Source: an optimization exercise on an open RTL-to-GDS flow (aim: small area and a short achievable clock period). Production flows keep margins and buffers that such runs may drop.
In this exercise RTL edits were held to simulation tests only and were not proved equivalent to the original.

==> flow/design.v <==
module RF(clk, rstn, we, wa, wd, ra1, ra2, ra3, rd1, rd2, rd3);
  input clk, rstn;
  input we;
  input [2:0] wa;
  input [15:0] wd;
  input [2:0] ra1, ra2, ra3;
  output [15:0] rd1, rd2, rd3;
  reg [15:0] r [0:7];
  integer i;
  always @(posedge clk or negedge rstn) begin
    if (!rstn) begin
      for (i = 0; i < 8; i = i + 1)
        r[i] <= 16'd0;
    end else if (we) begin
      r[wa] <= wd;
    end
  end
  assign rd1 = r[ra1];
  assign rd2 = r[ra2];
  assign rd3 = r[ra3];
endmodule
module mul16(a, b, p);
  input [15:0] a, b;
  output [31:0] p;
  wire t1 = a[0] & b[0];
  wire t2 = a[0] & b[1];
  wire t3 = a[0] & b[2];
  wire t4 = a[0] & b[3];
  wire t5 = a[0] & b[4];
  wire t6 = a[0] & b[5];
  wire t7 = a[0] & b[6];
  wire t8 = a[0] & b[7];
  wire t9 = a[0] & b[8];
  wire t10 = a[0] & b[9];
  wire t11 = a[0] & b[10];
  wire t12 = a[0] & b[11];
  wire t13 = a[0] & b[12];
  wire t14 = a[0] & b[13];
  wire t15 = a[0] & b[14];
  wire t16 = a[0] & b[15];
  wire t17 = a[1] & b[0];
  wire t18 = a[1] & b[1];
  wire t19 = a[1] & b[2];
  wire t20 = a[1] & b[3];
  wire t21 = a[1] & b[4];
  wire t22 = a[1] & b[5];
  wire t23 = a[1] & b[6];
  wire t24 = a[1] & b[7];
  wire t25 = a[1] & b[8];
  wire t26 = a[1] & b[9];
  wire t27 = a[1] & b[10];
  wire t28 = a[1] & b[11];
  wire t29 = a[1] & b[12];
  wire t30 = a[1] & b[13];
  wire t31 = a[1] & b[14];
  wire t32 = a[1] & b[15];
  wire t33 = a[2] & b[0];
  wire t34 = a[2] & b[1];
  wire t35 = a[2] & b[2];
  wire t36 = a[2] & b[3];
  wire t37 = a[2] & b[4];
  wire t38 = a[2] & b[5];
  wire t39 = a[2] & b[6];
  wire t40 = a[2] & b[7];
  wire t41 = a[2] & b[8];
  wire t42 = a[2] & b[9];
  wire t43 = a[2] & b[10];
  wire t44 = a[2] & b[11];
  wire t45 = a[2] & b[12];
  wire t46 = a[2] & b[13];
  wire t47 = a[2] & b[14];
  wire t48 = a[2] & b[15];
  wire t49 = a[3] & b[0];
  wire t50 = a[3] & b[1];
  wire t51 = a[3] & b[2];
  wire t52 = a[3] & b[3];
  wire t53 = a[3] & b[4];
  wire t54 = a[3] & b[5];
  wire t55 = a[3] & b[6];
  wire t56 = a[3] & b[7];
  wire t57 = a[3] & b[8];
  wire t58 = a[3] & b[9];
  wire t59 = a[3] & b[10];
  wire t60 = a[3] & b[11];
  wire t61 = a[3] & b[12];
  wire t62 = a[3] & b[13];
  wire t63 = a[3] & b[14];
  wire t64 = a[3] & b[15];
  wire t65 = a[4] & b[0];
  wire t66 = a[4] & b[1];
  wire t67 = a[4] & b[2];
  wire t68 = a[4] & b[3];
  wire t69 = a[4] & b[4];
  wire t70 = a[4] & b[5];
  wire t71 = a[4] & b[6];
  wire t72 = a[4] & b[7];
  wire t73 = a[4] & b[8];
  wire t74 = a[4] & b[9];
  wire t75 = a[4] & b[10];
  wire t76 = a[4] & b[11];
  wire t77 = a[4] & b[12];
  wire t78 = a[4] & b[13];
  wire t79 = a[4] & b[14];
  wire t80 = a[4] & b[15];
  wire t81 = a[5] & b[0];
  wire t82 = a[5] & b[1];
  wire t83 = a[5] & b[2];
  wire t84 = a[5] & b[3];
  wire t85 = a[5] & b[4];
  wire t86 = a[5] & b[5];
  wire t87 = a[5] & b[6];
  wire t88 = a[5] & b[7];
  wire t89 = a[5] & b[8];
  wire t90 = a[5] & b[9];
  wire t91 = a[5] & b[10];
  wire t92 = a[5] & b[11];
  wire t93 = a[5] & b[12];
  wire t94 = a[5] & b[13];
  wire t95 = a[5] & b[14];
  wire t96 = a[5] & b[15];
  wire t97 = a[6] & b[0];
  wire t98 = a[6] & b[1];
  wire t99 = a[6] & b[2];
  wire t100 = a[6] & b[3];
  wire t101 = a[6] & b[4];
  wire t102 = a[6] & b[5];
  wire t103 = a[6] & b[6];
  wire t104 = a[6] & b[7];
  wire t105 = a[6] & b[8];
  wire t106 = a[6] & b[9];
  wire t107 = a[6] & b[10];
  wire t108 = a[6] & b[11];
  wire t109 = a[6] & b[12];
  wire t110 = a[6] & b[13];
  wire t111 = a[6] & b[14];
  wire t112 = a[6] & b[15];
  wire t113 = a[7] & b[0];
  wire t114 = a[7] & b[1];
  wire t115 = a[7] & b[2];
  wire t116 = a[7] & b[3];
  wire t117 = a[7] & b[4];
  wire t118 = a[7] & b[5];
  wire t119 = a[7] & b[6];
  wire t120 = a[7] & b[7];
  wire t121 = a[7] & b[8];
  wire t122 = a[7] & b[9];
  wire t123 = a[7] & b[10];
  wire t124 = a[7] & b[11];
  wire t125 = a[7] & b[12];
  wire t126 = a[7] & b[13];
  wire t127 = a[7] & b[14];
  wire t128 = a[7] & b[15];
  wire t129 = a[8] & b[0];
  wire t130 = a[8] & b[1];
  wire t131 = a[8] & b[2];
  wire t132 = a[8] & b[3];
  wire t133 = a[8] & b[4];
  wire t134 = a[8] & b[5];
  wire t135 = a[8] & b[6];
  wire t136 = a[8] & b[7];
  wire t137 = a[8] & b[8];
  wire t138 = a[8] & b[9];
  wire t139 = a[8] & b[10];
  wire t140 = a[8] & b[11];
  wire t141 = a[8] & b[12];
  wire t142 = a[8] & b[13];
  wire t143 = a[8] & b[14];
  wire t144 = a[8] & b[15];
  wire t145 = a[9] & b[0];
  wire t146 = a[9] & b[1];
  wire t147 = a[9] & b[2];
  wire t148 = a[9] & b[3];
  wire t149 = a[9] & b[4];
  wire t150 = a[9] & b[5];
  wire t151 = a[9] & b[6];
  wire t152 = a[9] & b[7];
  wire t153 = a[9] & b[8];
  wire t154 = a[9] & b[9];
  wire t155 = a[9] & b[10];
  wire t156 = a[9] & b[11];
  wire t157 = a[9] & b[12];
  wire t158 = a[9] & b[13];
  wire t159 = a[9] & b[14];
  wire t160 = a[9] & b[15];
  wire t161 = a[10] & b[0];
  wire t162 = a[10] & b[1];
  wire t163 = a[10] & b[2];
  wire t164 = a[10] & b[3];
  wire t165 = a[10] & b[4];
  wire t166 = a[10] & b[5];
  wire t167 = a[10] & b[6];
  wire t168 = a[10] & b[7];
  wire t169 = a[10] & b[8];
  wire t170 = a[10] & b[9];
  wire t171 = a[10] & b[10];
  wire t172 = a[10] & b[11];
  wire t173 = a[10] & b[12];
  wire t174 = a[10] & b[13];
  wire t175 = a[10] & b[14];
  wire t176 = a[10] & b[15];
  wire t177 = a[11] & b[0];
  wire t178 = a[11] & b[1];
  wire t179 = a[11] & b[2];
  wire t180 = a[11] & b[3];
  wire t181 = a[11] & b[4];
  wire t182 = a[11] & b[5];
  wire t183 = a[11] & b[6];
  wire t184 = a[11] & b[7];
  wire t185 = a[11] & b[8];
  wire t186 = a[11] & b[9];
  wire t187 = a[11] & b[10];
  wire t188 = a[11] & b[11];
  wire t189 = a[11] & b[12];
  wire t190 = a[11] & b[13];
  wire t191 = a[11] & b[14];
  wire t192 = a[11] & b[15];
  wire t193 = a[12] & b[0];
  wire t194 = a[12] & b[1];
  wire t195 = a[12] & b[2];
  wire t196 = a[12] & b[3];
  wire t197 = a[12] & b[4];
  wire t198 = a[12] & b[5];
  wire t199 = a[12] & b[6];
  wire t200 = a[12] & b[7];
  wire t201 = a[12] & b[8];
  wire t202 = a[12] & b[9];
  wire t203 = a[12] & b[10];
  wire t204 = a[12] & b[11];
  wire t205 = a[12] & b[12];
  wire t206 = a[12] & b[13];
  wire t207 = a[12] & b[14];
  wire t208 = a[12] & b[15];
  wire t209 = a[13] & b[0];
  wire t210 = a[13] & b[1];
  wire t211 = a[13] & b[2];
  wire t212 = a[13] & b[3];
  wire t213 = a[13] & b[4];
  wire t214 = a[13] & b[5];
  wire t215 = a[13] & b[6];
  wire t216 = a[13] & b[7];
  wire t217 = a[13] & b[8];
  wire t218 = a[13] & b[9];
  wire t219 = a[13] & b[10];
  wire t220 = a[13] & b[11];
  wire t221 = a[13] & b[12];
  wire t222 = a[13] & b[13];
  wire t223 = a[13] & b[14];
  wire t224 = a[13] & b[15];
  wire t225 = a[14] & b[0];
  wire t226 = a[14] & b[1];
  wire t227 = a[14] & b[2];
  wire t228 = a[14] & b[3];
  wire t229 = a[14] & b[4];
  wire t230 = a[14] & b[5];
  wire t231 = a[14] & b[6];
  wire t232 = a[14] & b[7];
  wire t233 = a[14] & b[8];
  wire t234 = a[14] & b[9];
  wire t235 = a[14] & b[10];
  wire t236 = a[14] & b[11];
  wire t237 = a[14] & b[12];
  wire t238 = a[14] & b[13];
  wire t239 = a[14] & b[14];
  wire t240 = a[14] & b[15];
  wire t241 = a[15] & b[0];
  wire t242 = a[15] & b[1];
  wire t243 = a[15] & b[2];
  wire t244 = a[15] & b[3];
  wire t245 = a[15] & b[4];
  wire t246 = a[15] & b[5];
  wire t247 = a[15] & b[6];
  wire t248 = a[15] & b[7];
  wire t249 = a[15] & b[8];
  wire t250 = a[15] & b[9];
  wire t251 = a[15] & b[10];
  wire t252 = a[15] & b[11];
  wire t253 = a[15] & b[12];
  wire t254 = a[15] & b[13];
  wire t255 = a[15] & b[14];
  wire t256 = a[15] & b[15];
  wire t257 = t14 ^ t29;
  wire t258 = t14 & t29;
  wire t259 = t15 ^ t30 ^ t45;
  wire t260 = (t15 & t30) | (t15 & t45) | (t30 & t45);
  wire t261 = t60 ^ t75;
  wire t262 = t60 & t75;
  wire t263 = t16 ^ t31 ^ t46;
  wire t264 = (t16 & t31) | (t16 & t46) | (t31 & t46);
  wire t265 = t61 ^ t76 ^ t91;
  wire t266 = (t61 & t76) | (t61 & t91) | (t76 & t91);
  wire t267 = t106 ^ t121;
  wire t268 = t106 & t121;
  wire t269 = t32 ^ t47 ^ t62;
  wire t270 = (t32 & t47) | (t32 & t62) | (t47 & t62);
  wire t271 = t77 ^ t92 ^ t107;
  wire t272 = (t77 & t92) | (t77 & t107) | (t92 & t107);
  wire t273 = t122 ^ t137;
  wire t274 = t122 & t137;
  wire t275 = t48 ^ t63 ^ t78;
  wire t276 = (t48 & t63) | (t48 & t78) | (t63 & t78);
  wire t277 = t93 ^ t108 ^ t123;
  wire t278 = (t93 & t108) | (t93 & t123) | (t108 & t123);
  wire t279 = t64 ^ t79 ^ t94;
  wire t280 = (t64 & t79) | (t64 & t94) | (t79 & t94);
  wire t281 = t10 ^ t25;
  wire t282 = t10 & t25;
  wire t283 = t11 ^ t26 ^ t41;
  wire t284 = (t11 & t26) | (t11 & t41) | (t26 & t41);
  wire t285 = t56 ^ t71;
  wire t286 = t56 & t71;
  wire t287 = t12 ^ t27 ^ t42;
  wire t288 = (t12 & t27) | (t12 & t42) | (t27 & t42);
  wire t289 = t57 ^ t72 ^ t87;
  wire t290 = (t57 & t72) | (t57 & t87) | (t72 & t87);
  wire t291 = t102 ^ t117;
  wire t292 = t102 & t117;
  wire t293 = t13 ^ t28 ^ t43;
  wire t294 = (t13 & t28) | (t13 & t43) | (t28 & t43);
  wire t295 = t58 ^ t73 ^ t88;
  wire t296 = (t58 & t73) | (t58 & t88) | (t73 & t88);
  wire t297 = t103 ^ t118 ^ t133;
  wire t298 = (t103 & t118) | (t103 & t133) | (t118 & t133);
  wire t299 = t148 ^ t163;
  wire t300 = t148 & t163;
  wire t301 = t257 ^ t44 ^ t59;
  wire t302 = (t257 & t44) | (t257 & t59) | (t44 & t59);
  wire t303 = t74 ^ t89 ^ t104;
  wire t304 = (t74 & t89) | (t74 & t104) | (t89 & t104);
  wire t305 = t119 ^ t134 ^ t149;
  wire t306 = (t119 & t134) | (t119 & t149) | (t134 & t149);
  wire t307 = t164 ^ t179 ^ t194;
  wire t308 = (t164 & t179) | (t164 & t194) | (t179 & t194);
  wire t309 = t258 ^ t259 ^ t261;
  wire t310 = (t258 & t259) | (t258 & t261) | (t259 & t261);
  wire t311 = t90 ^ t105 ^ t120;
  wire t312 = (t90 & t105) | (t90 & t120) | (t105 & t120);
  wire t313 = t135 ^ t150 ^ t165;
  wire t314 = (t135 & t150) | (t135 & t165) | (t150 & t165);
  wire t315 = t180 ^ t195 ^ t210;
  wire t316 = (t180 & t195) | (t180 & t210) | (t195 & t210);
  wire t317 = t260 ^ t262 ^ t263;
  wire t318 = (t260 & t262) | (t260 & t263) | (t262 & t263);
  wire t319 = t265 ^ t267 ^ t136;
  wire t320 = (t265 & t267) | (t265 & t136) | (t267 & t136);
  wire t321 = t151 ^ t166 ^ t181;
  wire t322 = (t151 & t166) | (t151 & t181) | (t166 & t181);
  wire t323 = t196 ^ t211 ^ t226;
  wire t324 = (t196 & t211) | (t196 & t226) | (t211 & t226);
  wire t325 = t264 ^ t266 ^ t268;
  wire t326 = (t264 & t266) | (t264 & t268) | (t266 & t268);
  wire t327 = t269 ^ t271 ^ t273;
  wire t328 = (t269 & t271) | (t269 & t273) | (t271 & t273);
  wire t329 = t152 ^ t167 ^ t182;
  wire t330 = (t152 & t167) | (t152 & t182) | (t167 & t182);
  wire t331 = t197 ^ t212 ^ t227;
  wire t332 = (t197 & t212) | (t197 & t227) | (t212 & t227);
  wire t333 = t270 ^ t272 ^ t274;
  wire t334 = (t270 & t272) | (t270 & t274) | (t272 & t274);
  wire t335 = t275 ^ t277 ^ t138;
  wire t336 = (t275 & t277) | (t275 & t138) | (t277 & t138);
  wire t337 = t153 ^ t168 ^ t183;
  wire t338 = (t153 & t168) | (t153 & t183) | (t168 & t183);
  wire t339 = t198 ^ t213 ^ t228;
  wire t340 = (t198 & t213) | (t198 & t228) | (t213 & t228);
  wire t341 = t276 ^ t278 ^ t279;
  wire t342 = (t276 & t278) | (t276 & t279) | (t278 & t279);
  wire t343 = t109 ^ t124 ^ t139;
  wire t344 = (t109 & t124) | (t109 & t139) | (t124 & t139);
  wire t345 = t154 ^ t169 ^ t184;
  wire t346 = (t154 & t169) | (t154 & t184) | (t169 & t184);
  wire t347 = t199 ^ t214 ^ t229;
  wire t348 = (t199 & t214) | (t199 & t229) | (t214 & t229);
  wire t349 = t280 ^ t80 ^ t95;
  wire t350 = (t280 & t80) | (t280 & t95) | (t80 & t95);
  wire t351 = t110 ^ t125 ^ t140;
  wire t352 = (t110 & t125) | (t110 & t140) | (t125 & t140);
  wire t353 = t155 ^ t170 ^ t185;
  wire t354 = (t155 & t170) | (t155 & t185) | (t170 & t185);
  wire t355 = t200 ^ t215 ^ t230;
  wire t356 = (t200 & t215) | (t200 & t230) | (t215 & t230);
  wire t357 = t96 ^ t111 ^ t126;
  wire t358 = (t96 & t111) | (t96 & t126) | (t111 & t126);
  wire t359 = t141 ^ t156 ^ t171;
  wire t360 = (t141 & t156) | (t141 & t171) | (t156 & t171);
  wire t361 = t186 ^ t201 ^ t216;
  wire t362 = (t186 & t201) | (t186 & t216) | (t201 & t216);
  wire t363 = t112 ^ t127 ^ t142;
  wire t364 = (t112 & t127) | (t112 & t142) | (t127 & t142);
  wire t365 = t157 ^ t172 ^ t187;
  wire t366 = (t157 & t172) | (t157 & t187) | (t172 & t187);
  wire t367 = t128 ^ t143 ^ t158;
  wire t368 = (t128 & t143) | (t128 & t158) | (t143 & t158);
  wire t369 = t7 ^ t22;
  wire t370 = t7 & t22;
  wire t371 = t8 ^ t23 ^ t38;
  wire t372 = (t8 & t23) | (t8 & t38) | (t23 & t38);
  wire t373 = t53 ^ t68;
  wire t374 = t53 & t68;
  wire t375 = t9 ^ t24 ^ t39;
  wire t376 = (t9 & t24) | (t9 & t39) | (t24 & t39);
  wire t377 = t54 ^ t69 ^ t84;
  wire t378 = (t54 & t69) | (t54 & t84) | (t69 & t84);
  wire t379 = t99 ^ t114;
  wire t380 = t99 & t114;
  wire t381 = t281 ^ t40 ^ t55;
  wire t382 = (t281 & t40) | (t281 & t55) | (t40 & t55);
  wire t383 = t70 ^ t85 ^ t100;
  wire t384 = (t70 & t85) | (t70 & t100) | (t85 & t100);
  wire t385 = t115 ^ t130 ^ t145;
  wire t386 = (t115 & t130) | (t115 & t145) | (t130 & t145);
  wire t387 = t282 ^ t283 ^ t285;
  wire t388 = (t282 & t283) | (t282 & t285) | (t283 & t285);
  wire t389 = t86 ^ t101 ^ t116;
  wire t390 = (t86 & t101) | (t86 & t116) | (t101 & t116);
  wire t391 = t131 ^ t146 ^ t161;
  wire t392 = (t131 & t146) | (t131 & t161) | (t146 & t161);
  wire t393 = t284 ^ t286 ^ t287;
  wire t394 = (t284 & t286) | (t284 & t287) | (t286 & t287);
  wire t395 = t289 ^ t291 ^ t132;
  wire t396 = (t289 & t291) | (t289 & t132) | (t291 & t132);
  wire t397 = t147 ^ t162 ^ t177;
  wire t398 = (t147 & t162) | (t147 & t177) | (t162 & t177);
  wire t399 = t288 ^ t290 ^ t292;
  wire t400 = (t288 & t290) | (t288 & t292) | (t290 & t292);
  wire t401 = t293 ^ t295 ^ t297;
  wire t402 = (t293 & t295) | (t293 & t297) | (t295 & t297);
  wire t403 = t299 ^ t178 ^ t193;
  wire t404 = (t299 & t178) | (t299 & t193) | (t178 & t193);
  wire t405 = t294 ^ t296 ^ t298;
  wire t406 = (t294 & t296) | (t294 & t298) | (t296 & t298);
  wire t407 = t300 ^ t301 ^ t303;
  wire t408 = (t300 & t301) | (t300 & t303) | (t301 & t303);
  wire t409 = t305 ^ t307 ^ t209;
  wire t410 = (t305 & t307) | (t305 & t209) | (t307 & t209);
  wire t411 = t302 ^ t304 ^ t306;
  wire t412 = (t302 & t304) | (t302 & t306) | (t304 & t306);
  wire t413 = t308 ^ t309 ^ t311;
  wire t414 = (t308 & t309) | (t308 & t311) | (t309 & t311);
  wire t415 = t313 ^ t315 ^ t225;
  wire t416 = (t313 & t315) | (t313 & t225) | (t315 & t225);
  wire t417 = t310 ^ t312 ^ t314;
  wire t418 = (t310 & t312) | (t310 & t314) | (t312 & t314);
  wire t419 = t316 ^ t317 ^ t319;
  wire t420 = (t316 & t317) | (t316 & t319) | (t317 & t319);
  wire t421 = t321 ^ t323 ^ t241;
  wire t422 = (t321 & t323) | (t321 & t241) | (t323 & t241);
  wire t423 = t318 ^ t320 ^ t322;
  wire t424 = (t318 & t320) | (t318 & t322) | (t320 & t322);
  wire t425 = t324 ^ t325 ^ t327;
  wire t426 = (t324 & t325) | (t324 & t327) | (t325 & t327);
  wire t427 = t329 ^ t331 ^ t242;
  wire t428 = (t329 & t331) | (t329 & t242) | (t331 & t242);
  wire t429 = t326 ^ t328 ^ t330;
  wire t430 = (t326 & t328) | (t326 & t330) | (t328 & t330);
  wire t431 = t332 ^ t333 ^ t335;
  wire t432 = (t332 & t333) | (t332 & t335) | (t333 & t335);
  wire t433 = t337 ^ t339 ^ t243;
  wire t434 = (t337 & t339) | (t337 & t243) | (t339 & t243);
  wire t435 = t334 ^ t336 ^ t338;
  wire t436 = (t334 & t336) | (t334 & t338) | (t336 & t338);
  wire t437 = t340 ^ t341 ^ t343;
  wire t438 = (t340 & t341) | (t340 & t343) | (t341 & t343);
  wire t439 = t345 ^ t347 ^ t244;
  wire t440 = (t345 & t347) | (t345 & t244) | (t347 & t244);
  wire t441 = t342 ^ t344 ^ t346;
  wire t442 = (t342 & t344) | (t342 & t346) | (t344 & t346);
  wire t443 = t348 ^ t349 ^ t351;
  wire t444 = (t348 & t349) | (t348 & t351) | (t349 & t351);
  wire t445 = t353 ^ t355 ^ t245;
  wire t446 = (t353 & t355) | (t353 & t245) | (t355 & t245);
  wire t447 = t350 ^ t352 ^ t354;
  wire t448 = (t350 & t352) | (t350 & t354) | (t352 & t354);
  wire t449 = t356 ^ t357 ^ t359;
  wire t450 = (t356 & t357) | (t356 & t359) | (t357 & t359);
  wire t451 = t361 ^ t231 ^ t246;
  wire t452 = (t361 & t231) | (t361 & t246) | (t231 & t246);
  wire t453 = t358 ^ t360 ^ t362;
  wire t454 = (t358 & t360) | (t358 & t362) | (t360 & t362);
  wire t455 = t363 ^ t365 ^ t202;
  wire t456 = (t363 & t365) | (t363 & t202) | (t365 & t202);
  wire t457 = t217 ^ t232 ^ t247;
  wire t458 = (t217 & t232) | (t217 & t247) | (t232 & t247);
  wire t459 = t364 ^ t366 ^ t367;
  wire t460 = (t364 & t366) | (t364 & t367) | (t366 & t367);
  wire t461 = t173 ^ t188 ^ t203;
  wire t462 = (t173 & t188) | (t173 & t203) | (t188 & t203);
  wire t463 = t218 ^ t233 ^ t248;
  wire t464 = (t218 & t233) | (t218 & t248) | (t233 & t248);
  wire t465 = t368 ^ t144 ^ t159;
  wire t466 = (t368 & t144) | (t368 & t159) | (t144 & t159);
  wire t467 = t174 ^ t189 ^ t204;
  wire t468 = (t174 & t189) | (t174 & t204) | (t189 & t204);
  wire t469 = t219 ^ t234 ^ t249;
  wire t470 = (t219 & t234) | (t219 & t249) | (t234 & t249);
  wire t471 = t160 ^ t175 ^ t190;
  wire t472 = (t160 & t175) | (t160 & t190) | (t175 & t190);
  wire t473 = t205 ^ t220 ^ t235;
  wire t474 = (t205 & t220) | (t205 & t235) | (t220 & t235);
  wire t475 = t176 ^ t191 ^ t206;
  wire t476 = (t176 & t191) | (t176 & t206) | (t191 & t206);
  wire t477 = t5 ^ t20;
  wire t478 = t5 & t20;
  wire t479 = t6 ^ t21 ^ t36;
  wire t480 = (t6 & t21) | (t6 & t36) | (t21 & t36);
  wire t481 = t51 ^ t66;
  wire t482 = t51 & t66;
  wire t483 = t369 ^ t37 ^ t52;
  wire t484 = (t369 & t37) | (t369 & t52) | (t37 & t52);
  wire t485 = t67 ^ t82 ^ t97;
  wire t486 = (t67 & t82) | (t67 & t97) | (t82 & t97);
  wire t487 = t370 ^ t371 ^ t373;
  wire t488 = (t370 & t371) | (t370 & t373) | (t371 & t373);
  wire t489 = t83 ^ t98 ^ t113;
  wire t490 = (t83 & t98) | (t83 & t113) | (t98 & t113);
  wire t491 = t372 ^ t374 ^ t375;
  wire t492 = (t372 & t374) | (t372 & t375) | (t374 & t375);
  wire t493 = t377 ^ t379 ^ t129;
  wire t494 = (t377 & t379) | (t377 & t129) | (t379 & t129);
  wire t495 = t376 ^ t378 ^ t380;
  wire t496 = (t376 & t378) | (t376 & t380) | (t378 & t380);
  wire t497 = t381 ^ t383 ^ t385;
  wire t498 = (t381 & t383) | (t381 & t385) | (t383 & t385);
  wire t499 = t382 ^ t384 ^ t386;
  wire t500 = (t382 & t384) | (t382 & t386) | (t384 & t386);
  wire t501 = t387 ^ t389 ^ t391;
  wire t502 = (t387 & t389) | (t387 & t391) | (t389 & t391);
  wire t503 = t388 ^ t390 ^ t392;
  wire t504 = (t388 & t390) | (t388 & t392) | (t390 & t392);
  wire t505 = t393 ^ t395 ^ t397;
  wire t506 = (t393 & t395) | (t393 & t397) | (t395 & t397);
  wire t507 = t394 ^ t396 ^ t398;
  wire t508 = (t394 & t396) | (t394 & t398) | (t396 & t398);
  wire t509 = t399 ^ t401 ^ t403;
  wire t510 = (t399 & t401) | (t399 & t403) | (t401 & t403);
  wire t511 = t400 ^ t402 ^ t404;
  wire t512 = (t400 & t402) | (t400 & t404) | (t402 & t404);
  wire t513 = t405 ^ t407 ^ t409;
  wire t514 = (t405 & t407) | (t405 & t409) | (t407 & t409);
  wire t515 = t406 ^ t408 ^ t410;
  wire t516 = (t406 & t408) | (t406 & t410) | (t408 & t410);
  wire t517 = t411 ^ t413 ^ t415;
  wire t518 = (t411 & t413) | (t411 & t415) | (t413 & t415);
  wire t519 = t412 ^ t414 ^ t416;
  wire t520 = (t412 & t414) | (t412 & t416) | (t414 & t416);
  wire t521 = t417 ^ t419 ^ t421;
  wire t522 = (t417 & t419) | (t417 & t421) | (t419 & t421);
  wire t523 = t418 ^ t420 ^ t422;
  wire t524 = (t418 & t420) | (t418 & t422) | (t420 & t422);
  wire t525 = t423 ^ t425 ^ t427;
  wire t526 = (t423 & t425) | (t423 & t427) | (t425 & t427);
  wire t527 = t424 ^ t426 ^ t428;
  wire t528 = (t424 & t426) | (t424 & t428) | (t426 & t428);
  wire t529 = t429 ^ t431 ^ t433;
  wire t530 = (t429 & t431) | (t429 & t433) | (t431 & t433);
  wire t531 = t430 ^ t432 ^ t434;
  wire t532 = (t430 & t432) | (t430 & t434) | (t432 & t434);
  wire t533 = t435 ^ t437 ^ t439;
  wire t534 = (t435 & t437) | (t435 & t439) | (t437 & t439);
  wire t535 = t436 ^ t438 ^ t440;
  wire t536 = (t436 & t438) | (t436 & t440) | (t438 & t440);
  wire t537 = t441 ^ t443 ^ t445;
  wire t538 = (t441 & t443) | (t441 & t445) | (t443 & t445);
  wire t539 = t442 ^ t444 ^ t446;
  wire t540 = (t442 & t444) | (t442 & t446) | (t444 & t446);
  wire t541 = t447 ^ t449 ^ t451;
  wire t542 = (t447 & t449) | (t447 & t451) | (t449 & t451);
  wire t543 = t448 ^ t450 ^ t452;
  wire t544 = (t448 & t450) | (t448 & t452) | (t450 & t452);
  wire t545 = t453 ^ t455 ^ t457;
  wire t546 = (t453 & t455) | (t453 & t457) | (t455 & t457);
  wire t547 = t454 ^ t456 ^ t458;
  wire t548 = (t454 & t456) | (t454 & t458) | (t456 & t458);
  wire t549 = t459 ^ t461 ^ t463;
  wire t550 = (t459 & t461) | (t459 & t463) | (t461 & t463);
  wire t551 = t460 ^ t462 ^ t464;
  wire t552 = (t460 & t462) | (t460 & t464) | (t462 & t464);
  wire t553 = t465 ^ t467 ^ t469;
  wire t554 = (t465 & t467) | (t465 & t469) | (t467 & t469);
  wire t555 = t466 ^ t468 ^ t470;
  wire t556 = (t466 & t468) | (t466 & t470) | (t468 & t470);
  wire t557 = t471 ^ t473 ^ t250;
  wire t558 = (t471 & t473) | (t471 & t250) | (t473 & t250);
  wire t559 = t472 ^ t474 ^ t475;
  wire t560 = (t472 & t474) | (t472 & t475) | (t474 & t475);
  wire t561 = t221 ^ t236 ^ t251;
  wire t562 = (t221 & t236) | (t221 & t251) | (t236 & t251);
  wire t563 = t476 ^ t192 ^ t207;
  wire t564 = (t476 & t192) | (t476 & t207) | (t192 & t207);
  wire t565 = t222 ^ t237 ^ t252;
  wire t566 = (t222 & t237) | (t222 & t252) | (t237 & t252);
  wire t567 = t208 ^ t223 ^ t238;
  wire t568 = (t208 & t223) | (t208 & t238) | (t223 & t238);
  wire t569 = t4 ^ t19;
  wire t570 = t4 & t19;
  wire t571 = t477 ^ t35 ^ t50;
  wire t572 = (t477 & t35) | (t477 & t50) | (t35 & t50);
  wire t573 = t478 ^ t479 ^ t481;
  wire t574 = (t478 & t479) | (t478 & t481) | (t479 & t481);
  wire t575 = t480 ^ t482 ^ t483;
  wire t576 = (t480 & t482) | (t480 & t483) | (t482 & t483);
  wire t577 = t484 ^ t486 ^ t487;
  wire t578 = (t484 & t486) | (t484 & t487) | (t486 & t487);
  wire t579 = t488 ^ t490 ^ t491;
  wire t580 = (t488 & t490) | (t488 & t491) | (t490 & t491);
  wire t581 = t492 ^ t494 ^ t495;
  wire t582 = (t492 & t494) | (t492 & t495) | (t494 & t495);
  wire t583 = t496 ^ t498 ^ t499;
  wire t584 = (t496 & t498) | (t496 & t499) | (t498 & t499);
  wire t585 = t500 ^ t502 ^ t503;
  wire t586 = (t500 & t502) | (t500 & t503) | (t502 & t503);
  wire t587 = t504 ^ t506 ^ t507;
  wire t588 = (t504 & t506) | (t504 & t507) | (t506 & t507);
  wire t589 = t508 ^ t510 ^ t511;
  wire t590 = (t508 & t510) | (t508 & t511) | (t510 & t511);
  wire t591 = t512 ^ t514 ^ t515;
  wire t592 = (t512 & t514) | (t512 & t515) | (t514 & t515);
  wire t593 = t516 ^ t518 ^ t519;
  wire t594 = (t516 & t518) | (t516 & t519) | (t518 & t519);
  wire t595 = t520 ^ t522 ^ t523;
  wire t596 = (t520 & t522) | (t520 & t523) | (t522 & t523);
  wire t597 = t524 ^ t526 ^ t527;
  wire t598 = (t524 & t526) | (t524 & t527) | (t526 & t527);
  wire t599 = t528 ^ t530 ^ t531;
  wire t600 = (t528 & t530) | (t528 & t531) | (t530 & t531);
  wire t601 = t532 ^ t534 ^ t535;
  wire t602 = (t532 & t534) | (t532 & t535) | (t534 & t535);
  wire t603 = t536 ^ t538 ^ t539;
  wire t604 = (t536 & t538) | (t536 & t539) | (t538 & t539);
  wire t605 = t540 ^ t542 ^ t543;
  wire t606 = (t540 & t542) | (t540 & t543) | (t542 & t543);
  wire t607 = t544 ^ t546 ^ t547;
  wire t608 = (t544 & t546) | (t544 & t547) | (t546 & t547);
  wire t609 = t548 ^ t550 ^ t551;
  wire t610 = (t548 & t550) | (t548 & t551) | (t550 & t551);
  wire t611 = t552 ^ t554 ^ t555;
  wire t612 = (t552 & t554) | (t552 & t555) | (t554 & t555);
  wire t613 = t556 ^ t558 ^ t559;
  wire t614 = (t556 & t558) | (t556 & t559) | (t558 & t559);
  wire t615 = t560 ^ t562 ^ t563;
  wire t616 = (t560 & t562) | (t560 & t563) | (t562 & t563);
  wire t617 = t564 ^ t566 ^ t567;
  wire t618 = (t564 & t566) | (t564 & t567) | (t566 & t567);
  wire t619 = t568 ^ t224 ^ t239;
  wire t620 = (t568 & t224) | (t568 & t239) | (t224 & t239);
  wire t621 = t3 ^ t18;
  wire t622 = t3 & t18;
  wire t623 = t569 ^ t34 ^ t49;
  wire t624 = (t569 & t34) | (t569 & t49) | (t34 & t49);
  wire t625 = t570 ^ t571 ^ t65;
  wire t626 = (t570 & t571) | (t570 & t65) | (t571 & t65);
  wire t627 = t572 ^ t573 ^ t81;
  wire t628 = (t572 & t573) | (t572 & t81) | (t573 & t81);
  wire t629 = t574 ^ t575 ^ t485;
  wire t630 = (t574 & t575) | (t574 & t485) | (t575 & t485);
  wire t631 = t576 ^ t577 ^ t489;
  wire t632 = (t576 & t577) | (t576 & t489) | (t577 & t489);
  wire t633 = t578 ^ t579 ^ t493;
  wire t634 = (t578 & t579) | (t578 & t493) | (t579 & t493);
  wire t635 = t580 ^ t581 ^ t497;
  wire t636 = (t580 & t581) | (t580 & t497) | (t581 & t497);
  wire t637 = t582 ^ t583 ^ t501;
  wire t638 = (t582 & t583) | (t582 & t501) | (t583 & t501);
  wire t639 = t584 ^ t585 ^ t505;
  wire t640 = (t584 & t585) | (t584 & t505) | (t585 & t505);
  wire t641 = t586 ^ t587 ^ t509;
  wire t642 = (t586 & t587) | (t586 & t509) | (t587 & t509);
  wire t643 = t588 ^ t589 ^ t513;
  wire t644 = (t588 & t589) | (t588 & t513) | (t589 & t513);
  wire t645 = t590 ^ t591 ^ t517;
  wire t646 = (t590 & t591) | (t590 & t517) | (t591 & t517);
  wire t647 = t592 ^ t593 ^ t521;
  wire t648 = (t592 & t593) | (t592 & t521) | (t593 & t521);
  wire t649 = t594 ^ t595 ^ t525;
  wire t650 = (t594 & t595) | (t594 & t525) | (t595 & t525);
  wire t651 = t596 ^ t597 ^ t529;
  wire t652 = (t596 & t597) | (t596 & t529) | (t597 & t529);
  wire t653 = t598 ^ t599 ^ t533;
  wire t654 = (t598 & t599) | (t598 & t533) | (t599 & t533);
  wire t655 = t600 ^ t601 ^ t537;
  wire t656 = (t600 & t601) | (t600 & t537) | (t601 & t537);
  wire t657 = t602 ^ t603 ^ t541;
  wire t658 = (t602 & t603) | (t602 & t541) | (t603 & t541);
  wire t659 = t604 ^ t605 ^ t545;
  wire t660 = (t604 & t605) | (t604 & t545) | (t605 & t545);
  wire t661 = t606 ^ t607 ^ t549;
  wire t662 = (t606 & t607) | (t606 & t549) | (t607 & t549);
  wire t663 = t608 ^ t609 ^ t553;
  wire t664 = (t608 & t609) | (t608 & t553) | (t609 & t553);
  wire t665 = t610 ^ t611 ^ t557;
  wire t666 = (t610 & t611) | (t610 & t557) | (t611 & t557);
  wire t667 = t612 ^ t613 ^ t561;
  wire t668 = (t612 & t613) | (t612 & t561) | (t613 & t561);
  wire t669 = t614 ^ t615 ^ t565;
  wire t670 = (t614 & t615) | (t614 & t565) | (t615 & t565);
  wire t671 = t616 ^ t617 ^ t253;
  wire t672 = (t616 & t617) | (t616 & t253) | (t617 & t253);
  wire t673 = t618 ^ t619 ^ t254;
  wire t674 = (t618 & t619) | (t618 & t254) | (t619 & t254);
  wire t675 = t620 ^ t240 ^ t255;
  wire t676 = (t620 & t240) | (t620 & t255) | (t240 & t255);
  wire [31:0] x = {1'b0, t676, t674, t672, t670, t668, t666, t664, t662, t660, t658, t656, t654, t652, t650, t648, t646, t644, t642, t640, t638, t636, t634, t632, t630, t628, t626, t624, t622, t621, t2, t1};
  wire [31:0] y = {1'b0, t256, t675, t673, t671, t669, t667, t665, t663, t661, t659, t657, t655, t653, t651, t649, t647, t645, t643, t641, t639, t637, t635, t633, t631, t629, t627, t625, t623, t33, t17, 1'b0};
  assign p = x + y;
endmodule
module CL_02(clk, rstn, imem_addr, imem_data, dmem_addr, dmem_wdata, dmem_we, dmem_re, dmem_rdata, wb_en, wb_rd, wb_data);
  input clk, rstn;
  input [15:0] imem_data;
  input [15:0] dmem_rdata;
  output [7:0] imem_addr;
  output [15:0] dmem_addr, dmem_wdata;
  output dmem_we, dmem_re;
  output wb_en;
  output [2:0] wb_rd;
  output [15:0] wb_data;
  reg [7:0]  pc;
  reg [15:0] ir;
  reg [15:0] opa, opb;    
  reg [15:0] lo, hi;
  wire [3:0] op = ir[3:0];
  wire [2:0] rd = ir[6:4];
  wire is_lw   = (op == 4'b0111);
  wire is_sw   = (op == 4'b1000);
  wire is_b    = (op == 4'b1001);
  wire is_mul  = (op == 4'b1010);
  wire [15:0] sum = opa + opb;
  wire [31:0] prod;
  mul16 u_mul(.a(opa), .b(opb), .p(prod));
  reg [15:0] res;
  always @(*) begin
    case (op)
      4'b0001: res = opa << opb[2:0];
      4'b0010: res = opa >> opb[2:0];
      4'b0011: res = opa | opb;
      4'b0100: res = opa & opb;
      4'b0110: res = {10'd0, ir[15:10]};
      4'b0111: res = dmem_rdata;
      4'b1010: res = prod[15:0];
      4'b1011: res = lo;
      4'b1100: res = hi;
      default: res = sum;
    endcase
  end
  assign wb_en      = !(is_sw || is_b);
  assign wb_rd      = rd;
  assign wb_data    = res;
  assign dmem_addr  = sum;
  assign dmem_we    = is_sw;
  assign dmem_re    = is_lw;
  assign imem_addr  = pc;
  wire [15:0] rf_d1, rf_d2, rf_d3;
  RF u_rf(.clk(clk), .rstn(rstn), .we(wb_en), .wa(rd), .wd(res),
          .ra1(imem_data[9:7]), .ra2(imem_data[12:10]), .ra3(rd),
          .rd1(rf_d1), .rd2(rf_d2), .rd3(rf_d3));
  assign dmem_wdata = rf_d3;
  wire [3:0] nop = imem_data[3:0];
  wire fwd1 = wb_en && (rd == imem_data[9:7]);
  wire fwd2 = wb_en && (rd == imem_data[12:10]);
  wire [15:0] a_next = fwd1 ? res : rf_d1;
  wire [15:0] r2     = fwd2 ? res : rf_d2;
  wire n_imm = (nop == 4'b0101) || (nop == 4'b0110) || (nop == 4'b0111) || (nop == 4'b1000);
  wire n_sh  = (nop == 4'b0001) || (nop == 4'b0010);
  wire [15:0] b_next = n_imm ? {10'd0, imem_data[15:10]} :
                       n_sh  ? {13'd0, imem_data[15:13]} : r2;
  always @(posedge clk or negedge rstn) begin
    if (!rstn) begin
      pc  <= 8'd0;
      ir  <= 16'd0;
      opa <= 16'd0;
      opb <= 16'd0;
    end else begin
      pc  <= is_b ? ir[11:4] : pc + 8'd1;
      ir  <= imem_data;
      opa <= a_next;
      opb <= b_next;
    end
  end
  always @(posedge clk or negedge rstn) begin
    if (!rstn) begin
      lo <= 16'd0;
      hi <= 16'd0;
    end else if (is_mul) begin
      lo <= prod[15:0];
      hi <= prod[31:16];
    end
  end
endmodule
==> flow/run.sh <==
#!/bin/bash
# synth_recipe.tcl (not shown) runs the flow's synth.tcl, then flattens the netlist and writes it again
# the make line also repeats each setting of config.mk as NAME=value (left out here)
make -C /OpenROAD-flow-scripts/flow DESIGN_CONFIG=/design/flow/config.mk WORK_HOME=/design/flow/orfs CLKGATE_MAP_FILE= SYNTH_SCRIPT=/design/flow/synth_recipe.tcl finish
==> flow/config.mk <==
export PLATFORM = sky130hd
export DESIGN_NAME = CL_02
export DESIGN_NICKNAME = CL_02
export VERILOG_FILES = /design/flow/design.v
export SDC_FILE = /design/flow/constraint.sdc
export NUM_CORES = 4
export LEC_CHECK = 0
export CAP_MARGIN = 20
export CORE_MARGIN = 2
export CORE_UTILIZATION = 40
export SLEW_MARGIN = 20
==> flow/constraint.sdc <==
create_clock -name core_clock -period 11.0 [get_ports {clk}]
set_input_delay 2.2000 -clock core_clock [delete_from_list [all_inputs] [get_ports {clk}]]
set_output_delay 2.2000 -clock core_clock [all_outputs]
set_load 0.01 [all_outputs]
==> results of run 1 <==
## through the flow
stage / instances / area, um2
floorplan: 2577 / 21800
global placement: 3239 / 23200
detailed placement: 3239 / 23200
CTS: 3281 / 24100
global route: 3281 / 24100
finish: 3282 / 24100
## sequential cells by signal, summed over array words and instances (netlist names)
signal	cells
hi	16
ir	16
lo	16
opa	16
opb	16
pc	8
u_rf.r	128
## synthesized netlist by cell type, types with 7 or more instances
master | count | area [um2]
nor3_1 | 23 | 115
o21ai_2 | 9 | 78.8
o22a_1 | 7 | 61.3
a211oi_1 | 24 | 180
a221oi_1 | 51 | 447
a21o_1 | 23 | 173
dfrtp_1 | 216 | 5410
xor2_1 | 18 | 158
o21ai_1 | 21 | 105
mux2i_1 | 48 | 480
fa_1 | 197 | 3940
o31ai_1 | 11 | 82.6
clkinv_1 | 10 | 37.5
o21a_1 | 13 | 97.6
a21oi_1 | 106 | 531
a22o_1 | 13 | 114
o21ai_0 | 176 | 881
o22ai_1 | 22 | 138
a31oi_1 | 9 | 56.3
nand2b_1 | 16 | 100
buf_2 | 38 | 190
mux4_2 | 21 | 473
o211ai_1 | 15 | 113
buf_4 | 10 | 75.1
buf_1 | 19 | 71.3
nand2_1 | 367 | 1380
and3_1 | 11 | 68.8
inv_1 | 301 | 1130
ha_1 | 79 | 988
nand3_1 | 38 | 190
a22oi_1 | 19 | 143
a211o_1 | 7 | 61.3
mux2_2 | 69 | 777
xnor2_1 | 27 | 236
clkbuf_1 | 102 | 383
nor2b_1 | 13 | 81.3
nor2_1 | 292 | 1100
## worst max path at each step
stage	from	to	slack, ps	cells past startpoint
finish	opa[4]$_DFF_PN0_	wb_data[14]	1710	22
global route	opa[4]$_DFF_PN0_	wb_data[14]	1360	22
CTS	opa[6]$_DFF_PN0_	wb_data[14]	1810	21
detailed placement	opa[6]$_DFF_PN0_	wb_data[14]	2410	21
global placement	opa[2]$_DFF_PN0_	wb_data[14]	2470	22
floorplan	opb[1]$_DFF_PN0_	wb_data[14]	3490	25
## area by class of cell
class                   count  area (um2)  area share
multi-input cells        1869       14500       0.601
inverters                 317        1190      0.0494
diodes                      1        2.50    0.000104
repair buffers            141        1280      0.0530
clock buffers              36         738      0.0307
well taps                 696         871      0.0362
clock inverters             6         109     0.00452
flip-flops and latches    216        5410       0.225
## kinds of logic after synthesis
kind of cell,Yosys count,share of synthesized area
and+or+nand+nor,810,0.157
AOI/OAI and AO/OA,599,0.181
buffers and inverters,492,0.0909
adders and majority gates,276,0.226
DFF,216,0.248
muxes,139,0.0803
xor gates and xnor gates,45,0.0181
## tightest hold or removal path: stages, from the launching register on
cell and delay (ps):
dfrtp_1 320, nand2_1 40, o21ai_0 60
## layer usage
layer,up-vias,part of all wire
met5,-,0
li1,8614,-
met2,1097,0.47
met4,0,0.062
met3,232,0.071
met1,9973,0.40
==> out/metrics.yaml, run 1 <==
outcome:
  status: "timing/DRC/antenna clean"
sta:
  rsz0062_at_grt: "false"
  finalCriticalPeriod_ps: 9290
  finalSetupViolCount: 0
  slew_viol_final: 0
  setup_slack_ps: 1710
  relSlewSlack: 0.181
  finalHoldViolCount: 0
  clock_skew_ps: 32.1
  tightestPinTransition_ps: 1220
  final.period_utilization: 0.844
  hold_ws_ps: 459
  fmax_mhz: 108
  tns_ps: 0
global_route:
  antenna_found_initial: 0
  met1_usage: 0.413
  use_met3: 0.0326
  busiest_layer: "met2"
  grt_pass1_vias: 20100
  overflow: 0
  grt_max_degree: 90
  grt_util_met2: 0.535
  track_usage: 0.320
  grt_pass1_wl_um: 134000
floorplan:
  dieWidth_um: 238
  core_mm2: 0.0539
  rows: 85
  io_pins: 96
  start_util: 0.405
  die_height_um: 238
  dieArea_mm2: 0.0565
route:
  drt_iter0_markers: 2010
  num_vias: 19900
  first_pass_iters: 6
  vias_per_cell: 6.07
  drcViolationCount: 0
  wl_per_cell_um: 27.6
  wl_um: 90400
  ant_nets: 0
logic_synthesis:
  synth_edf_count: 0
  syn_avg_cell_area_um2: 8.47
  syn_area_mm2: 0.0218
  synthFlopType: "dfrtp_1"
  yosys_warnings: 3
  ys_ff_latch: 216
  synth_cells: 2577
  synth-async-reset-ratio: 1.00
  yosysSeqAreaShare: 0.248
  synth.distinct_cells: 93
  syn-num-nets: 2887
final_layout:
  layout_common_cells: "nand2_1, inv_1, nor2_1, dfrtp_1, fa_1"
  n_fill_cell: 5321
  fin_nets: 2881
  layout-drive-gt1-share: 0.0886
  final_common_cell: "nand2_1"
  finish.utilization: 0.446
  area_growth_pct: 10.3
worst_setup_path:
  end_kind: "output port"
  critPathLaunchType: "flip-flop"
  cp_common_cell: "inv_1"
  cp.buffers_inverters: 7
  worst_path_max_delay_cell: "dfrtp_1"
  cpPeakStageDelay_ps: 700
  worstReg2RegStart: "opb[13]$_DFF_PN0_"
  worstSetupPathType: "flip-flop to output port"
  ff2ff_setup_slack_ps: 3690
  cp_cell_sequence: "clkinv_1 > nor2_1 > ha_1 > fa_1 > inv_1 > fa_1 > inv_1 > fa_1 > inv_1 > fa_1 > inv_1 > ha_1 > a21oi_1 > o21ai_0 > a21oi_2 > o21ai_1 > and2_1 > o31a_1 > a311oi_1 > nand2_1 > inv_1 > clkdlybuf4s50_1"
  cp.arrival_ps: 7090
  crit_family: "adder cells"
  reg2reg_depth: 21
  crit_required_ps: 8800
  cp_max_fo: 15
  timing.rr.end: "hi[7]$_DFFE_PN0N_"
cts:
  cts_sinks: 216
  holdBufCountCts: 0
  numCtsBuffers: 26
  cts_tree: "built"
  cts_resized: 0
  cts_setup_buffers: 0
  cts_buffer_depth: 3
  insertion_delay_ps: 590
  clkTransAtPathRegs_ps: 60
  cts_root_buffer: "clkbuf_16"
  h-tree-depth: 1
place:
  pre_cts_ws_ps: 2410
  port_buffers: 95
  dpl.hpwl_um: 68600
  gp_congestion: 0.995
hold_path:
  holdPathStages: 2
  min_to: "pc[4]$_DFF_PN0_"
  hp-class: "flip-flop to flip-flop"
  min_from: "ir[8]$_DFF_PN0_"
run:
  max-cap-violations: 0
==> inputs of run 2 (changes only) <==
--- a/flow/config.mk
+++ b/flow/config.mk
@@ -10,2 +10,3 @@
 export CORE_UTILIZATION = 40
+export SETUP_SLACK_MARGIN = 3
 export SLEW_MARGIN = 20
==> run 2 against run 1 <==
Net effect:
- still clean on timing, DRC and antenna
- final cell count grew 2.8%
- critical path depth shrank 2
- setup slack gained 1300 ps
- non-clock buffer count grew 92
- design area grew 5.1%
- core utilization grew 2.3 points
- synthesized area is the same
- global-route usage grew 0.77 points
==> out/metrics.yaml, run 2 <==
final_layout:
  final_common_cell: "nand2_1"
  layout_common_cells: "nand2_1, nor2_1, inv_1, fa_1, dfrtp_1"
  largest_reg_flops: 128  # unchanged
  regMostFlops: "u_rf.r"
  layout-drive-gt1-share: 0.154  # +0.0657
  fin_nets: 2973  # +3.2%
  n_fill_cell: 5251  # -1.3%
  area_growth_pct: 15.9
worst_setup_path:
  cp_cell_sequence: "buf_4 > buf_4 > nand2_1 > fa_1 > inv_1 > fa_1 > fa_1 > fa_1 > ha_1 > and4_1 > nand2_1 > nor3_4 > buf_4 > o211ai_1 > buf_4 > nor2_1 > o21ai_1 > a2bb2oi_2 > buf_6 > clkdlybuf4s15_2"
  reg2reg_depth: 22  # +4.8%
  end_kind: "output port"
  cp_max_fo: 6  # -9
  crit_required_ps: 8800  # about the same
  startpoint: "opa[1]$_DFF_PN0_"
  crit_family: "adder cells"
  worst_path_max_delay_cell: "fa_1"
  ff2ff_setup_slack_ps: 4050  # +360 ps
  path_depth: 20  # -9.1%
  worstReg2RegStart: "opa[5]$_DFF_PN0_"
  critPathCapture: "wb_data[15]"
  critPathLaunchType: "flip-flop"
  cp.buffers_inverters: 7  # unchanged
  cpPeakStageDelay_ps: 620  # -80 ps
  worstSetupPathType: "flip-flop to output port"
  timing.rr.end: "hi[7]$_DFFE_PN0N_"
  cp.arrival_ps: 5750  # -1340 ps
logic_synthesis:
  ys_top_cells_by_count: "nand2_1, inv_1, nor2_1"
  synthTopCellsByArea: "dfrtp_1, fa_1, nand2_1"
  netlist.area_leader.share: 0.248  # unchanged
  synth-async-reset-ratio: 1.00  # unchanged
  syn_area_mm2: 0.0218  # unchanged
  synth.distinct_cells: 93  # unchanged
  syn_avg_cell_area_um2: 8.47  # unchanged
  yosys_warnings: 3  # unchanged
  yosysTopAreaCell: "dfrtp_1"
  syn-num-nets: 2887  # unchanged
  yosysMostFrequentCell: "nand2_1"
  yosysSeqAreaShare: 0.248  # unchanged
  synth_edf_count: 0  # unchanged
  ys_ff_latch: 216  # unchanged
  synthFlopType: "dfrtp_1"
  synth_cells: 2577  # unchanged
route:
  wl_per_cell_um: 27.5  # -0.37%
  vias_per_cell: 6.07  # about the same
  wl_um: 92600  # +2.4%
  ant_nets: 0  # unchanged
  drcViolationCount: 0  # unchanged
  first_pass_iters: 5  # -1
  drt_iter0_markers: 2262  # +13%
  num_vias: 20500  # +2.8%
run:
  max-cap-violations: 0  # unchanged
outcome:
  status: "timing/DRC/antenna clean"
floorplan:
  die_height_um: 238  # unchanged
  io_pins: 96  # unchanged
  start_util: 0.405  # unchanged
  rows: 85  # unchanged
  core_mm2: 0.0539  # unchanged
  dieArea_mm2: 0.0565  # unchanged
  dieWidth_um: 238  # unchanged
sta:
  finalHoldViolCount: 0  # unchanged
  rsz0062_at_grt: "true"
  slew_viol_final: 0  # unchanged
  finalCriticalPeriod_ps: 7950  # -1340 ps
  relSlewSlack: 0.163  # -0.0183
  tightestPinTransition_ps: 1250  # +27.3 ps
  final.period_utilization: 0.723  # -0.122
  clock_skew_ps: 36.1  # +3.94 ps
  tns_ps: 0  # unchanged
  finalSetupViolCount: 0  # unchanged
  fmax_mhz: 126  # +17%
place:
  port_buffers: 95  # unchanged
  gp_congestion: 0.995  # unchanged
  dpl.hpwl_um: 68600  # unchanged
cts:
  cts_root_buffer: "clkbuf_16"
  cts_sinks: 216  # unchanged
  cts_tree: "built"
  clkTransAtPathRegs_ps: 60  # about the same
  h-tree-depth: 1  # unchanged
  holdBufCountCts: 0  # unchanged
  cts_buffer_depth: 3  # unchanged
  insertion_delay_ps: 590  # about the same
  numCtsBuffers: 26  # unchanged
global_route:
  antenna_found_initial: 1  # +1
  grt_max_degree: 90  # unchanged
  grt_pass1_vias: 20400  # +1.6%
  overflow: 0  # unchanged
  track_usage: 0.328  # +0.00770
  grt_pass1_wl_um: 137000  # +2.1%
hold_path:
  hp-class: "flip-flop to flip-flop"
-- run 2: layout make-up --
| type | count | area [um2] | area share |
|---|---|---|---|
| antenna | 1 | 2.50 | 0.0000989 |
| clock buffer | 36 | 738 | 0.0292 |
| multi-input combinational | 1869 | 14800 | 0.584 |
| sequential | 216 | 5440 | 0.215 |
| tap | 696 | 871 | 0.0344 |
| timing repair buffer | 233 | 2090 | 0.0825 |
| inverter | 317 | 1270 | 0.0504 |
| clock inverter | 6 | 109 | 0.00430 |
-- run 2: tightest hold or removal path, delay by kind of cell, from the launching register on --
family          cells  cell delay [ps]
flops               1              320
compound gates      1               60
simple gates        1               40
-- run 2: worst min-delay path by stage --
stage | startpoint | endpoint | slack, ps | depth (start not counted)
global route | ir[8]$_DFF_PN0_ | pc[4]$_DFF_PN0_ | 480 | 2
finish | ir[8]$_DFF_PN0_ | pc[4]$_DFF_PN0_ | 460 | 2
detailed placement | ir[8]$_DFF_PN0_ | pc[4]$_DFF_PN0_ | 440 | 2
global placement | ir[7]$_DFF_PN0_ | pc[3]$_DFF_PN0_ | 440 | 2
floorplan | ir[7]$_DFF_PN0_ | pc[3]$_DFF_PN0_ | 430 | 2
CTS | ir[8]$_DFF_PN0_ | pc[4]$_DFF_PN0_ | 460 | 2
-- run 2: kinds of logic (layout without fill, tap and decap cells) --
kind of cell	Yosys count	in the layout	synth area share
simple gates	810	810	0.157
compound gates	599	599	0.181
buf+inv	492	592	0.0909
fa+ha+maj	276	276	0.226
flops	216	216	0.248
mux	139	139	0.0803
xor+xnor	45	45	0.0181
other cells	0	1	0
-- run 2: metal layers --
layer | wire length [um] | vias up | global-route usage
met4 | 5980 | 0 | 0.182
li1 | - | 8802 | -
met5 | 0 | - | 0
met2 | 43800 | 1207 | 0.543
met3 | 7010 | 260 | 0.0390
met1 | 35900 | 10200 | 0.419
-- run 2: what timing repair did --
item,4_1_cts,5_1_grt
setup buffers,76,15
gates cloned,0,1
setup endpoints to repair,10,9
gates resized for setup,102,49
pin swaps,11,19
-- run 2: per-stage QoR --
step / std cells / setup WS [ps] / hold slack [ps] / cell area (um2) / util
global placement: 3239 / 2470 / 436 / 23200 / 0.431
CTS: 3357 / 2890 / 460 / 25000 / 0.463
detailed placement: 3239 / 2410 / 444 / 23200 / 0.431
finish: 3374 / 3050 / 458 / 25300 / 0.469
floorplan: 2577 / 3490 / 426 / 21800 / -
global route: 3374 / 2840 / 479 / 25300 / 0.469

separate check: timing with driven ports:
The flow's constraints put no driver on any port. The routed layouts listed below were extracted and timed again, unchanged, in two steps.
Step 1 assumes that a clkbuf_16 drives the clock port and a buf_2 every other input.
Step 2 moves the port delays by t, midway between the first and last clock arrival at a register: inputs arrive t later, outputs are due t later. That takes back most of the time a late clock gives input paths.
Three values: ideal, step 1, step 2; two values: the first two.
run | t (ns) | setup slack, ns | slew at the worst register clock pin (ns)
run 1 | 0.631 | 1.711 / 1.653 / 2.283 | 0.06 / 0.06
run 2 | 0.632 | 3.052 / 2.992 / 3.624 | 0.06 / 0.06
After both steps setup and hold are still met in every run listed.
